What follows belongs to an exercise in optimizing a design on an open flow for small area; a production flow would make more cautious choices.
RTL that was checked went through simulation tests only; none was proved equivalent to the original.
Function not checked in run 1: the RTL went through the layout flow alone.
No run shown here takes its clock network from TritonCTS; it comes from the design's own scripts or RTL.
The clock port is modelled as an ideal driver, which makes a skipped or thinned clock tree look cheaper than it is; a real chip needs a root buffer or a tree.
No activity file was given, so power comes from the tool's default toggle rates.

==> design.v <==
module servo(input clk, input rst, output reg PWM, input [1:0] boton_cambiar_grados);
  localparam [12:0] LO_TOP  = 13'h05e0;
  localparam [12:0] LO_BITS = 13'h1f5f;
  reg [12:0] lo;
  reg [8:0]  hi;
  wire run    = |boton_cambiar_grados;
  wire lo_top = ((lo ^ LO_TOP) & LO_BITS) == 13'd0;
  wire wrap   = hi[8] & hi[7] & hi[5] & hi[2];
  function lt_const(input [8:0] x, input [8:0] k);
    integer i;
    begin
      lt_const = 1'b0;
      for (i = 0; i < 9; i = i + 1)
        lt_const = k[i] ? (~x[i] | lt_const) : (~x[i] & lt_const);
    end
  endfunction
  reg [8:0] hi_inc;
  reg       c;
  integer   i;
  always @(*) begin
    c = run & lo_top;
    for (i = 0; i < 9; i = i + 1) begin
      hi_inc[i] = hi[i] ^ c;
      c = hi[i] & c;
    end
  end
  always @(posedge clk) begin
    if (rst) begin
      PWM <= 1'b0;
      lo <= 13'd0;
      hi <= 9'd0;
    end else begin
      case (boton_cambiar_grados)
        2'd0: PWM <= 1'b1;
        2'd1: PWM <= lt_const(hi, 9'd15);                             
        2'd2: PWM <= lt_const(hi, 9'd30) | ~lt_const(hi, 9'd370);     
        2'd3: PWM <= lt_const(hi, 9'd48);                             
      endcase
      if (wrap | (run & lo_top))
        lo <= 13'd0;
      else if (run)
        lo <= {lo[11:0], ~(lo[12] ^ lo[2])};
      hi <= wrap ? 9'd0 : hi_inc;
    end
  end
endmodule
module ultrasonido1(input ultra, input clk, input rst, input echo,
                    output reg done, output reg trigger, output [15:0] distance);
  localparam [9:0] TRIG_X = 10'd209;
  localparam [9:0] TMASK  = 10'h2AA;
  reg  [9:0] tst;                    
  wire [9:0] tsr = tst ^ TMASK;
  wire       tx  = (tsr == TRIG_X);
  always @(posedge clk) begin
    if (rst | ultra) begin
      tst <= TRIG_X ^ TMASK;
      trigger <= 1'b0;
    end else begin
      tst <= {tsr[8:0], tsr[9] ^ tsr[6] ^ tx} ^ TMASK;
      trigger <= trigger ^ tx;
    end
  end
  localparam [12:0] ECHO_A = 13'h13bb;
  localparam [12:0] EMASK  = 13'h0AAA;
  localparam [9:0]  QMASK  = 10'h0;
  localparam [4:0]  PMASK  = 5'h0;
  reg  [12:0] est;                   
  reg  [9:0]  qst;                   
  reg  [4:0]  pst;                   
  wire [12:0] esr = est ^ EMASK;
  wire [9:0]  qn  = qst ^ QMASK;     
  wire [4:0]  ph  = pst ^ PMASK;
  reg         hi;                    
  reg  [9:0]  dreg;                  
  reg long_gap;
  always @(*) begin
    case (ph)
      5'd2, 5'd5, 5'd8, 5'd11, 5'd14, 5'd17: long_gap = 1'b1;
      default: long_gap = 1'b0;
    endcase
  end
  wire step = (&esr[12:1]) & (esr[0] ^ long_gap);
  reg [9:0] dec;
  reg [4:0] inc;
  reg       c;
  integer   i;
  always @(*) begin
    c = 1'b1;
    for (i = 0; i < 10; i = i + 1) begin
      dec[i] = qn[i] ^ c;
      c = ~qn[i] & c;
    end
    c = 1'b1;
    for (i = 0; i < 5; i = i + 1) begin
      inc[i] = ph[i] ^ c;
      c = ph[i] & c;
    end
  end
  always @(posedge clk) begin
    if (rst | ~echo) begin
      est <= ECHO_A ^ EMASK;
      qst <= QMASK;
      pst <= PMASK;
    end else if (step) begin
      est <= ECHO_A ^ EMASK;
      qst <= dec ^ QMASK;
      pst <= ((ph[4] & ph[0]) ? 5'd1 : inc) ^ PMASK;    
    end else begin
      est <= {esr[11:0], esr[12] ^ esr[3] ^ esr[2] ^ esr[0]} ^ EMASK;
    end
  end
  always @(posedge clk) begin
    if (rst) begin
      hi <= 1'b0;
      done <= 1'b0;
      dreg <= 10'd0;
    end else begin
      hi <= echo;
      done <= ~echo;
      if (~echo & hi)
        dreg <= qn;
    end
  end
  assign distance = {{6{|dreg}}, dreg};
endmodule
module radar(input clk, input rst, input echo, input [1:0] boton_cambiar_grados,
             output done, output trigger, output [15:0] distance, output PWM, input ultra);
  servo servo (.clk(clk), .rst(rst), .PWM(PWM), .boton_cambiar_grados(boton_cambiar_grados));
  ultrasonido1 ultrasonido2 (.ultra(ultra), .clk(clk), .rst(rst), .echo(echo), .done(done),
                             .trigger(trigger), .distance(distance));
endmodule
==> flow/run.sh <==
#!/bin/bash
# Standard ORFS layout with three changes: the port buffers use the
# smallest buffer cell, and the clock tree is a flat one (flow/cts_pre.tcl):
# the clock port drives CTS_NX * CTS_NY buffers, each driving a group of
# flip-flops.
set -euo pipefail
here=$(cd "$(dirname "$0")" && pwd)
export BUFFER_PORTS_ARGS="-buffer_cell sky130_fd_sc_hd__buf_1"
export PRE_CTS_TCL="$here/cts_pre.tcl"
export CTS_NX=2
export CTS_NY=2
export CTS_BUFCELL=sky130_fd_sc_hd__clkbuf_8
export CTS_CLOCK_NET=clk
bash standard.sh > standard.log 2>&1
==> flow/cts_pre.tcl <==
rename clock_tree_synthesis orig_clock_tree_synthesis
proc clock_tree_synthesis { args } {
  set bufname $::env(CTS_BUFCELL)
  set block [ord::get_db_block]
  set db [ord::get_db]
  set master [$db findMaster $bufname]
  set clknet [$block findNet $::env(CTS_CLOCK_NET)]
  set sinks {}
  foreach it [$clknet getITerms] {
    set inst [$it getInst]
    set loc [$inst getLocation]
    lappend sinks [list [lindex $loc 0] [lindex $loc 1] $it]
  }
  # split into CTS_NX columns by x, then each column into CTS_NY rows by y
  set nx $::env(CTS_NX)
  set ny $::env(CTS_NY)
  set sinks [lsort -integer -index 0 $sinks]
  set n [llength $sinks]
  puts "flat clock tree: $n sinks in $nx x $ny groups of $bufname"
  set g 0
  for { set i 0 } { $i < $nx } { incr i } {
    set col [lrange $sinks [expr { $i * $n / $nx }] [expr { ($i + 1) * $n / $nx - 1 }]]
    set col [lsort -integer -index 1 $col]
    set m [llength $col]
    for { set j 0 } { $j < $ny } { incr j } {
      set group [lrange $col [expr { $j * $m / $ny }] [expr { ($j + 1) * $m / $ny - 1 }]]
      set sx 0
      set sy 0
      foreach s $group {
        set sx [expr { $sx + [lindex $s 0] }]
        set sy [expr { $sy + [lindex $s 1] }]
      }
      set cnt [llength $group]
      set bx [expr { $sx / $cnt }]
      set by [expr { $sy / $cnt }]
      set inst [odb::dbInst_create $block $master "clkbuf_flat_$g"]
      set net [odb::dbNet_create $block "clknet_flat_$g"]
      $net setSigType CLOCK
      foreach s $group {
        set it [lindex $s 2]
        $it disconnect
        $it connect $net
      }
      [$inst findITerm A] connect $clknet
      [$inst findITerm X] connect $net
      $inst setLocation $bx $by
      $inst setPlacementStatus PLACED
      puts "  clkbuf_flat_$g: $cnt sinks at ($bx, $by)"
      incr g
    }
  }
  set_propagated_clock [all_clocks]
}
==> standard.sh <==
#!/bin/bash
# synth_recipe.tcl (not shown) runs the flow's synth.tcl, then flattens the netlist and writes it again
# the make line also repeats each setting of config.mk as NAME=value (left out here)
make -C /OpenROAD-flow-scripts/flow DESIGN_CONFIG=/design/flow/config.mk WORK_HOME=/design/flow/orfs CLKGATE_MAP_FILE= SYNTH_SCRIPT=/design/flow/synth_recipe.tcl "${@:-finish}"
==> config.mk <==
export PLATFORM = sky130hd
export DESIGN_NAME = radar
export DESIGN_NICKNAME = radar
export VERILOG_FILES = /design/flow/design.v
export SDC_FILE = /design/flow/constraint.sdc
export NUM_CORES = 4
export LEC_CHECK = 0
export ABC_AREA = 1
export CAP_MARGIN = 20
export CORE_MARGIN = 2
export CORE_UTILIZATION = 40
export SLEW_MARGIN = 20
==> constraint.sdc <==
create_clock -name core_clock -period 25.0 [get_ports {clk}]
set_input_delay 5.0000 -clock core_clock [delete_from_list [all_inputs] [get_ports {clk}]]
set_output_delay 5.0000 -clock core_clock [all_outputs]
set_load 0.01 [all_outputs]
==> results of run 1 <==
[path summary, 6_finish.rpt]
path	start	end	depth (start not counted)
setup / recovery	boton_cambiar_grados[0]	servo.hi[8]	15
hold / removal	ultrasonido2.tst[8]	ultrasonido2.tst[9]	1
setup reg to reg	ultrasonido2.qst[0]	ultrasonido2.qst[9]	12
hold reg to reg	ultrasonido2.tst[8]	ultrasonido2.tst[9]	1
[power groups by stage]
stage | Clock (mW) | Sequential [mW] | Combinational, mW
after floorplan | 0 | 0.126 | 0.0116
after global placement | 0 | 0.126 | 0.0139
after detailed placement | 0 | 0.126 | 0.0140
after CTS | 0.0462 | 0.123 | 0.0141
after global routing | 0.0508 | 0.124 | 0.0160
final | 0.0442 | 0.123 | 0.0138
[synth_stat cells]
cell      number
a211oi_1       1
a21oi_1       30
a21oi_2        1
buf_2          3
buf_4          5
buf_6          1
clkbuf_1       5
clkinv_1       1
dfxtp_1       74
ha_1          22
inv_1         41
inv_2          2
nand2_1       74
nand2_2        2
nand3_1       16
nand3_4        1
nand4_1       10
nor2_1        74
nor2_2         2
nor2_4         2
nor3_1         6
nor3b_1        1
nor4_1         3
o211ai_1       2
o21ai_0       13
o21bai_1       1
or2_2          1
xnor2_1        4
xor2_1         3
[cell families after synthesis]
group | count (synthesis) | share of synthesized area
AND/OR/NAND/NOR | 192 | 0.263
flip-flops | 74 | 0.471
buffers and inverters | 58 | 0.0788
AO/OA/AOI/OAI | 48 | 0.0807
adder cells (fa/ha/maj) | 22 | 0.0875
XOR/XNOR | 7 | 0.0195
[worst max-delay path, delay by kind of cell]
kind,cells,cell delay (ns)
adders and majority gates,8,1.46
xor gates and xnor gates,1,0.15
buffers and inverters,1,0.13
and+or+nand+nor,5,0.82
[layer usage]
metal / vias up / GRT usage / share of wire / wire length (µm)
met1: 1112 / 0.180 / 0.49 / 2680
met4: 0 / 0.0147 / 0.014 / 77
met5: - / 0 / 0 / 0
li1: 1308 / - / - / -
met3: 8 / 0.0114 / 0.032 / 179
met2: 24 / 0.237 / 0.47 / 2580
[area by class of cell]
type / instances / area [µm²]
Buffer: 4 / 55.1
Fill cell: 803 / 4340
Inverter: 44 / 165
Multi-Input combinational cell: 269 / 1420
Sequential cell: 74 / 1480
Tap cell: 102 / 128
Timing Repair Buffer: 25 / 97.6
[metrics by stage]
step / setup slack (ns) / utilization
3_5_place_dp: 17.28 / 0.428
6_report: 17.52 / 0.435
5_1_grt: 17.33 / 0.435
2_1_floorplan: 17.90 / -
3_3_place_gp: 17.41 / 0.428
4_1_cts: 17.48 / 0.435
[registers in the layout (all words and copies together), names as in the netlist]
signal / flops
servo.lo: 13
servo.hi: 9
ultrasonido2.hi: 1
ultrasonido2.tst: 10
ultrasonido2.est: 13
ultrasonido2.done: 1
ultrasonido2.qst: 10
ultrasonido2.dreg: 10
ultrasonido2.pst: 5
ultrasonido2.trigger: 1
servo.PWM: 1
==> results.cfg, run 1 <==
[run_status]
outcome = complete, no violations

[yosys]
synth_area_leaders = dfxtp_1 (47%), nand2_1 (8.8%), nor2_1 (8.8%), ha_1 (8.8%), inv_1 (4.9%)
syn-instance-count = 401
synthesis.area_mm2 = 0.00315
ys_seq_area_frac = 0.471
synth-warning-count = 2
syn_avg_cell_area_um2 = 7.84
synth_top_area_share = 0.471
synth-seq-cells = 74
yosys.area.top_type = dfxtp_1
ys_types = 29
synth_nets = 429

[critical_path]
max_stage_delay_ns = 0.50
path_common_cell = ha_1
cp.arrival_ns = 7.54
crit_path_max_fanout = 18
endpoint_kind = register
path_cells = buf_1 > nor2_2 > nor2_1 > nand2_1 > nor2_1 > ha_1 > ha_1 > ha_1 > ha_1 > ha_1 > ha_1 > ha_1 > ha_1 > xnor2_1 > nor2_1
crit_slowest_cell = nor2_2
required_ns = 25.06
path_class = in2reg
cp-start-kind = input port
r2r_slack_ns = 22.49

[cells_and_area]
n_antenna_cell = 0
final_nets = 446
drive_gt1_frac = 0.0385
finalNonFillerCells = 518
design_area_mm2 = 0.00334
syn_to_final_growth_pct = 6.28
final_cell_mix = nor2_1 (74), nand2_1 (74), dfxtp_1 (74)

[routing]
via_count = 2452
antenna_left = 0
avgViaCountPerCell = 4.73
finalWirelength_um = 5520
drc = 0
dr.pass1.iters = 4
drt-initial-drc-count = 85
wl_per_cell_um = 10.7

[global_routing]
grt-ovfl-total = 0
track_usage = 0.133
grt_max_degree = 20
grt_pass1_vias = 2235
grt_pass1_wl_um = 9780
antenna_found_initial = 0

[clock_tree]
post_cts.repair.setup_buffers = 0
clk_latency_ns = 0.17
ctsHoldBuffers = 0
cts_resized = 0
clk_pin_slew_ns = 0.11

[timing]
fin_skew_ns = 0.0153
finalSetupTns_ns = 0
slew_headroom = 0.589
rsz0062_at_grt = no
drv_slew = 0
hold_viol_final = 0
worstMarginPinSlew_ns = 0.616
holdWs_ns = 0.400
fin_crit_sh = 0.299
period_needed_ns = 7.48
setup_viol = 0
max_freq_mhz = 134

[pwr]
power_uw = 181
ir_drop_uv = 21.9
p_sw_frac = 0.224
p_sw_uw = 40.6
power_frac_clock = 0.244
pwr-share-seq = 0.680
power.internal_uw = 141
p_per_area_mw_per_mm2 = 54.2
combPwrFrac = 0.076
p_leak_nw = 1.33

[place]
port_buffers = 24
dp_hpwl_um = 4140
place_inst = 514
place.gp.congestion = 0.813
placed_area_mm2 = 0.00329

[die]
fp.coreArea_mm2 = 0.00769
io_pins = 25
rows = 32
start_util = 0.409
fp.dieW_um = 92.7
dieHeight_um = 92.7
die_area_mm2 = 0.00859

[run]
drv_cap = 0

[hold_path]
hp-class = reg2reg
==> run 2, diff against run 1 <==
--- a/design.v
+++ b/design.v
@@ -1,46 +1,39 @@
 module servo(input clk, input rst, output reg PWM, input [1:0] boton_cambiar_grados);
-  localparam [12:0] LO_TOP  = 13'h05e0;
-  localparam [12:0] LO_BITS = 13'h1f5f;
-  reg [12:0] lo;
-  reg [8:0]  hi;
-  wire run    = |boton_cambiar_grados;
-  wire lo_top = ((lo ^ LO_TOP) & LO_BITS) == 13'd0;
-  wire wrap   = hi[8] & hi[7] & hi[5] & hi[2];
-  function lt_const(input [8:0] x, input [8:0] k);
+  localparam [21:0] CMASK = 22'h0;
+  reg  [21:0] cst;                   
+  wire [21:0] contador = cst ^ CMASK;
+  function lt_const(input [21:0] x, input [21:0] k);
     integer i;
     begin
       lt_const = 1'b0;
-      for (i = 0; i < 9; i = i + 1)
+      for (i = 0; i < 22; i = i + 1)
         lt_const = k[i] ? (~x[i] | lt_const) : (~x[i] & lt_const);
     end
   endfunction
-  reg [8:0] hi_inc;
-  reg       c;
-  integer   i;
+  wire wrap = contador[21] & contador[11] & contador[9] & contador[8] & contador[5];
+  wire run  = |boton_cambiar_grados;
+  reg [21:0] nxt;
+  reg        c;
+  integer    i;
   always @(*) begin
-    c = run & lo_top;
-    for (i = 0; i < 9; i = i + 1) begin
-      hi_inc[i] = hi[i] ^ c;
-      c = hi[i] & c;
+    c = run;
+    for (i = 0; i < 22; i = i + 1) begin
+      nxt[i] = contador[i] ^ c;
+      c = contador[i] & c;
     end
   end
   always @(posedge clk) begin
     if (rst) begin
       PWM <= 1'b0;
-      lo <= 13'd0;
-      hi <= 9'd0;
+      cst <= CMASK;
     end else begin
       case (boton_cambiar_grados)
         2'd0: PWM <= 1'b1;
-        2'd1: PWM <= lt_const(hi, 9'd15);                             
-        2'd2: PWM <= lt_const(hi, 9'd30) | ~lt_const(hi, 9'd370);     
-        2'd3: PWM <= lt_const(hi, 9'd48);                             
+        2'd1: PWM <= lt_const(contador, 22'd75_000);
+        2'd2: PWM <= lt_const(contador, 22'd150_000) | ~lt_const(contador, 22'd1_850_000);
+        2'd3: PWM <= lt_const(contador, 22'd240_000);
       endcase
-      if (wrap | (run & lo_top))
-        lo <= 13'd0;
-      else if (run)
-        lo <= {lo[11:0], ~(lo[12] ^ lo[2])};
-      hi <= wrap ? 9'd0 : hi_inc;
+      cst <= (wrap ? 22'd0 : nxt) ^ CMASK;
     end
   end
 endmodule
==> flow/run.sh (replaced) <==
#!/bin/bash
# ORFS layout in the standard flow (standard.sh), with these changes:
#  - after the standard synthesis, its combinational logic is mapped again
#    with an area-oriented ABC script (flow/remap.ys, flow/remap.abc); the
#    flip-flops are left exactly as the standard synthesis made them;
#  - the port buffers use the smallest buffer cell;
#  - the clock tree is a flat one (flow/cts_pre.tcl): the clock port drives
#    CTS_NX * CTS_NY clock buffers, each driving a group of flip-flops.
# Each tool's output goes to a log file in the work folder.
set -euo pipefail
here=$(cd "$(dirname "$0")" && pwd)
work=$(pwd)
res=$work/orfs/results/$FLOW_PLATFORM/radar/base
lib=$FLOW_HOME/platforms/$FLOW_PLATFORM/lib/sky130_fd_sc_hd__tt_025C_1v80.lib

bash standard.sh synth > standard_synth.log 2>&1

cp "$res/1_2_yosys.v" "$work/standard_synth_netlist.v"
dontuse=""
for c in $(awk '/^export DONT_USE_CELLS/{f=1} f{print} f&&!/\\$/{f=0}' "$FLOW_HOME/platforms/$FLOW_PLATFORM/config.mk" | grep -o 'sky130_fd_sc_hd__[A-Za-z0-9_]*'); do
  dontuse="$dontuse -dont_use $c"
done
seq=$(grep -o 'sky130_fd_sc_hd__[a-z]*df[a-z0-9]*_[0-9]*' "$work/standard_synth_netlist.v" | sort -u | tr '\n' ' ')
sed -e "s#{LIB}#$lib#g; s#{IN}#$work/standard_synth_netlist.v#; s#{TOP}#$FLOW_TOP#g; s#{SEQ}#$seq#; s#{ABC}#$here/remap.abc#; s#{DONTUSE}#$dontuse#; s#{STAT}#$work/remap_stat.txt#; s#{OUT}#$work/remap_netlist.v#" \
  "$here/remap.ys" > "$work/remap.ys"
ys=$FLOW_HOME/../tools/install/yosys/bin/yosys
[[ -x $ys ]] || ys=yosys
"$ys" -s "$work/remap.ys" > remap_yosys.log 2>&1
cp "$work/remap_netlist.v" "$res/1_2_yosys.v"

export BUFFER_PORTS_ARGS="-buffer_cell sky130_fd_sc_hd__buf_1"
export PRE_CTS_TCL="$here/cts_pre.tcl"
export CTS_NX=2
export CTS_NY=2
export CTS_BUFCELL=sky130_fd_sc_hd__clkbuf_8
export CTS_CLOCK_NET=clk
bash standard.sh > standard.log 2>&1
==> flow/remap.abc (new file) <==
strash
dc2
dch -f
amap -m
==> flow/remap.ys (new file) <==
# Re-maps the combinational logic of the standard synthesis's netlist with
# an area-oriented ABC script (flow/remap.abc). The flip-flops are kept as
# they are (same instances, names and cell types); every other cell is
# read as its Liberty function and mapped again.
read_liberty -ignore_miss_func {LIB}
read_verilog {IN}
hierarchy -top {TOP}
setattr -mod -set keep_hierarchy 1 {SEQ}
flatten
opt_clean -purge
abc -script {ABC} -liberty {LIB} {DONTUSE}
opt_clean -purge
hilomap -singleton -hicell sky130_fd_sc_hd__conb_1 HI -locell sky130_fd_sc_hd__conb_1 LO
insbuf -buf sky130_fd_sc_hd__buf_4 A X
splitnets
opt_clean -purge
tee -o {STAT} stat -liberty {LIB}
select {TOP}
write_verilog -noattr -nohex -nodec -selected {OUT}
==> results.cfg, run 2 <==
[place]
port_buffers = 24
place.gp.congestion = 0.804
post-place-ws_ns = 17.16
dp_hpwl_um = 3850

[global_routing]
grt_pass1_wl_um = 9150
track_usage = 0.137
grt-ovfl-total = 0
grt_max_degree = 23
antenna_found_initial = 0
grt_pass1_vias = 2080

[die]
dieHeight_um = 88.7
rows = 30
fp.dieW_um = 88.7
io_pins = 25
start_util = 0.418
die_area_mm2 = 0.00787
fp.coreArea_mm2 = 0.00687

[pwr]
p_per_area_mw_per_mm2 = 58.6
ir_drop_uv = 25.2
power_uw = 178
p_leak_nw = 1.01

[timing]
slew_headroom = 0.504
drv_slew = 0
max_freq_mhz = 130
rsz0062_at_grt = no
worstMarginPinSlew_ns = 0.742
hold_viol_final = 0
setup_viol = 0
period_needed_ns = 7.69
fin_skew_ns = 0.0120
finalSetupTns_ns = 0
layout_setup_ws_ns = 17.31
holdWs_ns = 0.391
fin_crit_sh = 0.308

[critical_path]
path_buf_inv = 2
cp-startpoint = boton_cambiar_grados[0]
cp.arrival_ns = 7.79
required_ns = 25.10
endpoint_kind = register
crit_family = simple AND/OR/NAND/NOR gates
crit_path_max_fanout = 4
r2r_slack_ns = 21.56
crit_slowest_cell = nor3_1
cp-start-kind = input port
path_common_cell = nor2_1
path_class = in2reg
max_stage_delay_ns = 0.22
r2r_start = ultrasonido2.pst[0]
path_cells = buf_1 > or2_0 > and3_1 > nand2_1 > nor3_1 > clkinv_1 > nor2_1 > nand2_1 > nor2_1 > nand2_1 > nor2_1 > nand2_1 > nor2_1 > nand2_1 > nor2_1 > and3_1 > nor2_1 > nor3_1

[cells_and_area]
layout.cells.most_common = dfxtp_1
fillerInstances = 692
final_cell_mix = dfxtp_1 (74), nor2_1 (68), clkinv_1 (31), nand2_1 (31), buf_1 (24)
final_nets = 358
largest_reg_flops = 22
largestRegisters = servo.cst x22, ultrasonido2.est x13
syn_to_final_growth_pct = 5.58
drive_gt1_frac = 0.0143
largest-register = servo.cst
n_antenna_cell = 0

[yosys]
synth_nets = 342
syn-instance-count = 336
synthesis.area_mm2 = 0.00287
synth-warning-count = 2
syn_avg_cell_area_um2 = 8.54

[routing]
via_count = 2262
avgViaCountPerCell = 5.07
dr.pass1.iters = 4
wl_per_cell_um = 11.4
drt-initial-drc-count = 66
finalWirelength_um = 5070
antenna_left = 0
drc = 0

[clock_tree]
clk_pin_slew_ns = 0.11
post_cts.repair.setup_buffers = 0
ctsHoldBuffers = 0
cts_resized = 0
clk_latency_ns = 0.17

[hold_path]
hp-class = reg2reg
min_from = ultrasonido2.tst[8]

[run_status]
outcome = complete, no violations

[run]
drv_cap = 0
## run 2: where the power goes
| group | internal [mW] | switching, mW | total, mW |
|---|---|---|---|
| Combinational | 0.00402 | 0.00721 | 0.0112 |
| Clock | 0.0149 | 0.0287 | 0.0436 |
| Sequential | 0.121 | 0.00192 | 0.123 |
| Total | 0.140 | 0.0378 | 0.178 |
## run 2: routing by layer
layer	up-vias	share of wire	wire length, µm	track usage
met5	-	0	0	0
met4	0	0.013	68	0.0152
met3	6	0.034	170	0.00840
met2	40	0.45	2260	0.242
met1	1022	0.51	2570	0.191
li1	1194	-	-	-
## run 2: final timing paths
kind / to / cells after the start
setup / recovery: servo.cst[20] / 18
hold / removal: ultrasonido2.tst[9] / 1
setup reg to reg: ultrasonido2.qst[6] / 18
hold reg to reg: ultrasonido2.tst[9] / 1
## run 2: area by class of cell
cell class / count / area, µm² / area share
tap: 96 / 120 / 0.0397
sequential: 74 / 1480 / 0.489
timing repair buffer: 25 / 97.6 / 0.0322
buffer: 4 / 55.1 / 0.0182
inverter: 31 / 116 / 0.0384
multi-input combinational: 216 / 1160 / 0.382
## run 2: through the flow
step,instances,cell area [µm²],util
finish,446,3030,0.441
global route,446,3030,0.441
CTS,446,3030,0.441
detailed placement,442,2970,0.433
global placement,442,2970,0.433
floorplan,336,2870,-
==> run 3, diff against run 2 <==
--- a/design.v
+++ b/design.v
@@ -1,39 +1,50 @@
 module servo(input clk, input rst, output reg PWM, input [1:0] boton_cambiar_grados);
-  localparam [21:0] CMASK = 22'h0;
-  reg  [21:0] cst;                   
-  wire [21:0] contador = cst ^ CMASK;
-  function lt_const(input [21:0] x, input [21:0] k);
+  localparam [12:0] LO_TOP  = 13'h05e0;
+  localparam [12:0] LO_BITS = 13'h1f5f;
+  localparam [12:0] LMASK = 13'h0;
+  localparam [8:0]  HMASK = 9'h0;
+  reg  [12:0] lst;
+  reg  [8:0]  hst;
+  wire [12:0] lo = lst ^ LMASK;
+  wire [8:0]  hi = hst ^ HMASK;
+  wire run    = |boton_cambiar_grados;
+  wire lo_top = ((lo ^ LO_TOP) & LO_BITS) == 13'd0;
+  wire wrap   = hi[8] & hi[7] & hi[5] & hi[2];
+  function lt_const(input [8:0] x, input [8:0] k);
     integer i;
     begin
       lt_const = 1'b0;
-      for (i = 0; i < 22; i = i + 1)
+      for (i = 0; i < 9; i = i + 1)
         lt_const = k[i] ? (~x[i] | lt_const) : (~x[i] & lt_const);
     end
   endfunction
-  wire wrap = contador[21] & contador[11] & contador[9] & contador[8] & contador[5];
-  wire run  = |boton_cambiar_grados;
-  reg [21:0] nxt;
-  reg        c;
-  integer    i;
+  reg [8:0] hi_inc;
+  reg       c;
+  integer   i;
   always @(*) begin
-    c = run;
-    for (i = 0; i < 22; i = i + 1) begin
-      nxt[i] = contador[i] ^ c;
-      c = contador[i] & c;
+    c = run & lo_top;
+    for (i = 0; i < 9; i = i + 1) begin
+      hi_inc[i] = hi[i] ^ c;
+      c = hi[i] & c;
     end
   end
   always @(posedge clk) begin
     if (rst) begin
       PWM <= 1'b0;
-      cst <= CMASK;
+      lst <= LMASK;
+      hst <= HMASK;
     end else begin
       case (boton_cambiar_grados)
         2'd0: PWM <= 1'b1;
-        2'd1: PWM <= lt_const(contador, 22'd75_000);
-        2'd2: PWM <= lt_const(contador, 22'd150_000) | ~lt_const(contador, 22'd1_850_000);
-        2'd3: PWM <= lt_const(contador, 22'd240_000);
+        2'd1: PWM <= lt_const(hi, 9'd15);                             
+        2'd2: PWM <= lt_const(hi, 9'd30) | ~lt_const(hi, 9'd370);     
+        2'd3: PWM <= lt_const(hi, 9'd48);                             
       endcase
-      cst <= (wrap ? 22'd0 : nxt) ^ CMASK;
+      if (wrap | (run & lo_top))
+        lst <= LMASK;
+      else if (run)
+        lst <= {lo[11:0], ~(lo[12] ^ lo[2])} ^ LMASK;
+      hst <= (wrap ? 9'd0 : hi_inc) ^ HMASK;
     end
   end
 endmodule
@@ -53,7 +64,7 @@
       trigger <= trigger ^ tx;
     end
   end
-  localparam [12:0] ECHO_A = 13'h13bb;
+  localparam [12:0] ECHO_A = 13'h1c91;
   localparam [12:0] EMASK  = 13'h0AAA;
   localparam [9:0]  QMASK  = 10'h0;
   localparam [4:0]  PMASK  = 5'h0;
@@ -99,7 +110,7 @@
       qst <= dec ^ QMASK;
       pst <= ((ph[4] & ph[0]) ? 5'd1 : inc) ^ PMASK;    
     end else begin
-      est <= {esr[11:0], esr[12] ^ esr[3] ^ esr[2] ^ esr[0]} ^ EMASK;
+      est <= {esr[11:0], esr[12] ^ esr[2]} ^ EMASK;
     end
   end
   always @(posedge clk) begin
--- a/flow/run.sh
+++ b/flow/run.sh
@@ -1,7 +1,8 @@
 #!/bin/bash
 # ORFS layout in the standard flow (standard.sh), with these changes:
 #  - after the standard synthesis, its combinational logic is mapped again
-#    with an area-oriented ABC script (flow/remap.ys, flow/remap.abc); the
+#    with area-oriented ABC scripts (flow/remap.ys, flow/remap_*.abc, keeping
+#    the smallest result); the
 #    flip-flops are left exactly as the standard synthesis made them;
 #  - the port buffers use the smallest buffer cell;
 #  - the clock tree is a flat one (flow/cts_pre.tcl): the clock port drives
@@ -21,11 +22,27 @@
   dontuse="$dontuse -dont_use $c"
 done
 seq=$(grep -o 'sky130_fd_sc_hd__[a-z]*df[a-z0-9]*_[0-9]*' "$work/standard_synth_netlist.v" | sort -u | tr '\n' ' ')
-sed -e "s#{LIB}#$lib#g; s#{IN}#$work/standard_synth_netlist.v#; s#{TOP}#$FLOW_TOP#g; s#{SEQ}#$seq#; s#{ABC}#$here/remap.abc#; s#{DONTUSE}#$dontuse#; s#{STAT}#$work/remap_stat.txt#; s#{OUT}#$work/remap_netlist.v#" \
-  "$here/remap.ys" > "$work/remap.ys"
 ys=$FLOW_HOME/../tools/install/yosys/bin/yosys
 [[ -x $ys ]] || ys=yosys
-"$ys" -s "$work/remap.ys" > remap_yosys.log 2>&1
+# map with each flow/remap_*.abc script and keep the smallest result
+best=""
+best_area=""
+for abc in "$here"/remap_*.abc; do
+  name=$(basename "$abc" .abc)
+  sed -e "s#{LIB}#$lib#g; s#{IN}#$work/standard_synth_netlist.v#; s#{TOP}#$FLOW_TOP#g; s#{SEQ}#$seq#; s#{ABC}#$abc#; s#{DONTUSE}#$dontuse#; s#{STAT}#$work/${name}_stat.txt#; s#{OUT}#$work/${name}_netlist.v#" \
+    "$here/remap.ys" > "$work/$name.ys"
+  if "$ys" -s "$work/$name.ys" > "${name}_yosys.log" 2>&1; then
+    area=$(awk '/Chip area for top module/{print $NF}' "$work/${name}_stat.txt")
+    echo "$name: $area" >> remap_areas.log
+    if [[ -n "$area" ]] && { [[ -z "$best_area" ]] || awk -v a="$area" -v b="$best_area" 'BEGIN{exit !(a < b)}'; }; then
+      best=$name
+      best_area=$area
+    fi
+  fi
+done
+[[ -n "$best" ]]
+echo "chosen: $best ($best_area)" >> remap_areas.log
+cp "$work/${best}_netlist.v" "$work/remap_netlist.v"
 cp "$work/remap_netlist.v" "$res/1_2_yosys.v"
 
 export BUFFER_PORTS_ARGS="-buffer_cell sky130_fd_sc_hd__buf_1"
==> flow/remap_a.abc (new file) <==
strash
&get -n
&dch -f
&nf -R 1000
&put
==> flow/remap_b.abc (new file) <==
strash
dch -f
amap
==> flow/remap_c.abc (new file) <==
strash
&get -n
&st
&dch -f
&nf -R 1000 -F 10 -C 32 -p
&put
==> flow/remap_d.abc (new file) <==
strash
dc2
dch -f
amap -m
removed: flow/remap.abc
==> results.cfg, run 3 <==
[critical_path]
endpoint_kind = register
required_ns = 25.07
path_cells = buf_1 > or2_0 > nand2_1 > nand4b_1 > nor2b_1 > and3_1 > and3_1 > and3_1 > a21oi_1 > o21a_1
cp-startpoint = boton_cambiar_grados[0]
max_stage_delay_ns = 0.57
cp.arrival_ns = 7.41
path_common_cell = and3_1
crit_slowest_cell = or2_0
cp-start-kind = input port
crit_path_max_fanout = 13
path_class = in2reg
r2r_cells = 11
cp-endpoint = servo.hst[7]
r2r_slack_ns = 22.59
r2r_start = ultrasonido2.pst[1]
r2r_end = ultrasonido2.qst[4]

[clock_tree]
post_cts.repair.setup_buffers = 0
clk_pin_slew_ns = 0.10
cts_resized = 0
clk_latency_ns = 0.17
ctsHoldBuffers = 0

[die]
start_util = 0.418
rows = 29
fp.coreArea_mm2 = 0.00646
fp.dieW_um = 86.2
die_area_mm2 = 0.00743
dieHeight_um = 86.2
io_pins = 25

[global_routing]
grt-ovfl-total = 0
grt_pass1_vias = 1811
track_usage = 0.121
grt_max_degree = 20
grt_pass1_wl_um = 7890
antenna_found_initial = 0

[timing]
period_needed_ns = 7.35
rsz0062_at_grt = no
fin_crit_sh = 0.294
holdWs_ns = 0.386
setup_viol = 0
hold_viol_final = 0
slew_headroom = 0.446
max_freq_mhz = 136
fin_skew_ns = 0.00756
finalSetupTns_ns = 0
drv_slew = 0
worstMarginPinSlew_ns = 0.828

[routing]
finalWirelength_um = 4530
wl_per_cell_um = 11.3
avgViaCountPerCell = 5.11
drc = 0
antenna_left = 0
via_count = 2048
dr.pass1.iters = 4
drt-initial-drc-count = 86

[pwr]
combPwrFrac = 0.066
p_per_area_mw_per_mm2 = 62.7
p_leak_nw = 1.00
power_uw = 178
power.internal_uw = 140
p_sw_frac = 0.216
power_frac_clock = 0.247
ir_drop_uv = 27.2
p_sw_uw = 38.5
pwr-share-seq = 0.687

[yosys]
synth_nets = 316
syn_avg_cell_area_um2 = 8.72
synthesis.area_mm2 = 0.00270
syn-instance-count = 310
synth-warning-count = 2

[run]
drv_cap = 0

[cells_and_area]
finalNonFillerCells = 401
n_antenna_cell = 0
final_cell_mix = dfxtp_1 (74), nand2_1 (50), nor2_1 (47)
drive_gt1_frac = 0.0154
final_nets = 332
fillerInstances = 674
multi_input_area_mm2 = 0.00110
largestRegisters = servo.lst x13, ultrasonido2.est x13
seq_area_mm2 = 0.00148
layout.cells.most_common = dfxtp_1
syn_to_final_growth_pct = 5.05
fin_util = 0.440

[run_status]
outcome = complete, no violations

[place]
port_buffers = 24
dp_hpwl_um = 3170
place_inst = 397
place.gp.congestion = 0.782

[hold_path]
hp-class = reg2reg
run 3: power groups by stage:
stage / logic (mW) / registers [mW] / clock network (mW)
floorplan: 0.0105 / 0.125 / 0
global placement: 0.0118 / 0.125 / 0
detailed placement: 0.0118 / 0.125 / 0
CTS: 0.0119 / 0.122 / 0.0457
global route: 0.0134 / 0.123 / 0.0497
finish: 0.0117 / 0.122 / 0.0440
run 3: routing by layer:
metal,global-route usage,vias up,part of all wire
li1,-,1087,-
met1,0.166,931,0.53
met2,0.211,25,0.42
met3,0.0152,5,0.039
met4,0.0128,0,0.011
met5,0,-,0
run 3: area by class of cell:
type,count,share of cell area
Sequential cell,74,0.522
Multi-Input combinational cell,218,0.387
Timing Repair Buffer,25,0.0344
Tap cell,77,0.0339
Buffer,4,0.0194
Inverter,3,0.00397
run 3: worst min-delay path by stage:
| stage | from | to | slack [ns] | cells past startpoint |
|---|---|---|---|---|
| final | ultrasonido2.tst[2] | ultrasonido2.tst[3] | 0.39 | 1 |
| after global routing | ultrasonido2.est[4] | ultrasonido2.est[5] | 0.40 | 1 |
| after CTS | ultrasonido2.tst[2] | ultrasonido2.tst[3] | 0.39 | 1 |
| after detailed placement | ultrasonido2.tst[2] | ultrasonido2.tst[3] | 0.37 | 1 |
| after global placement | ultrasonido2.est[8] | ultrasonido2.est[9] | 0.36 | 1 |
| after floorplan | ultrasonido2.est[3] | ultrasonido2.est[4] | 0.35 | 1 |
run 3: critical path: cells and delay by family:
family,cells,cell delay [ns]
buffers and inverters,1,0.18
AND/OR/NAND/NOR,7,2.05
AO/OA/AOI/OAI,2,0.19
run 3: metrics by stage:
| step | cell area (µm²) | worst slack (ns) |
|---|---|---|
| after floorplan | 2700 | 18.06 |
| after global placement | 2780 | 17.61 |
| after detailed placement | 2780 | 17.49 |
| after CTS | 2840 | 17.65 |
| after global routing | 2840 | 17.39 |
| final | 2840 | 17.65 |

what the ideal ports hide:
The results above use ideal ports. As a check the final layouts listed here were re-extracted and re-timed, cells and wires unchanged.
Step 1 (the two cells are an assumption about what drives the block):
set clk [get_ports {clk}]
set_driving_cell -lib_cell sky130_fd_sc_hd__clkbuf_16 $clk
set_driving_cell -lib_cell sky130_fd_sc_hd__buf_2 [delete_from_list [all_inputs] $clk]
Step 2, shift: input delay + t, output delay - t, t = (earliest + latest rising clock arrival at the registers) / 2. This alone moves slack from input paths to output paths.
Three values: ideal ports, drivers, drivers and shift; two values: the first two.
run	shift t [ns]	slack for setup (ns)	worst data-port slew with drivers (ns)	pins driven straight from the clock port
run 1	0.226	17.518 / 17.561 / 17.335	0.03	4
run 2	0.215	17.307 / 17.341 / 17.126	0.03	4
run 3	0.223	17.654 / 17.692 / 17.469	0.03	4
After both steps setup and hold are still met in every run listed. For run 3, which loses most, drivers alone change the setup slack by +0.038 ns; drivers and shift together by -0.185 ns.
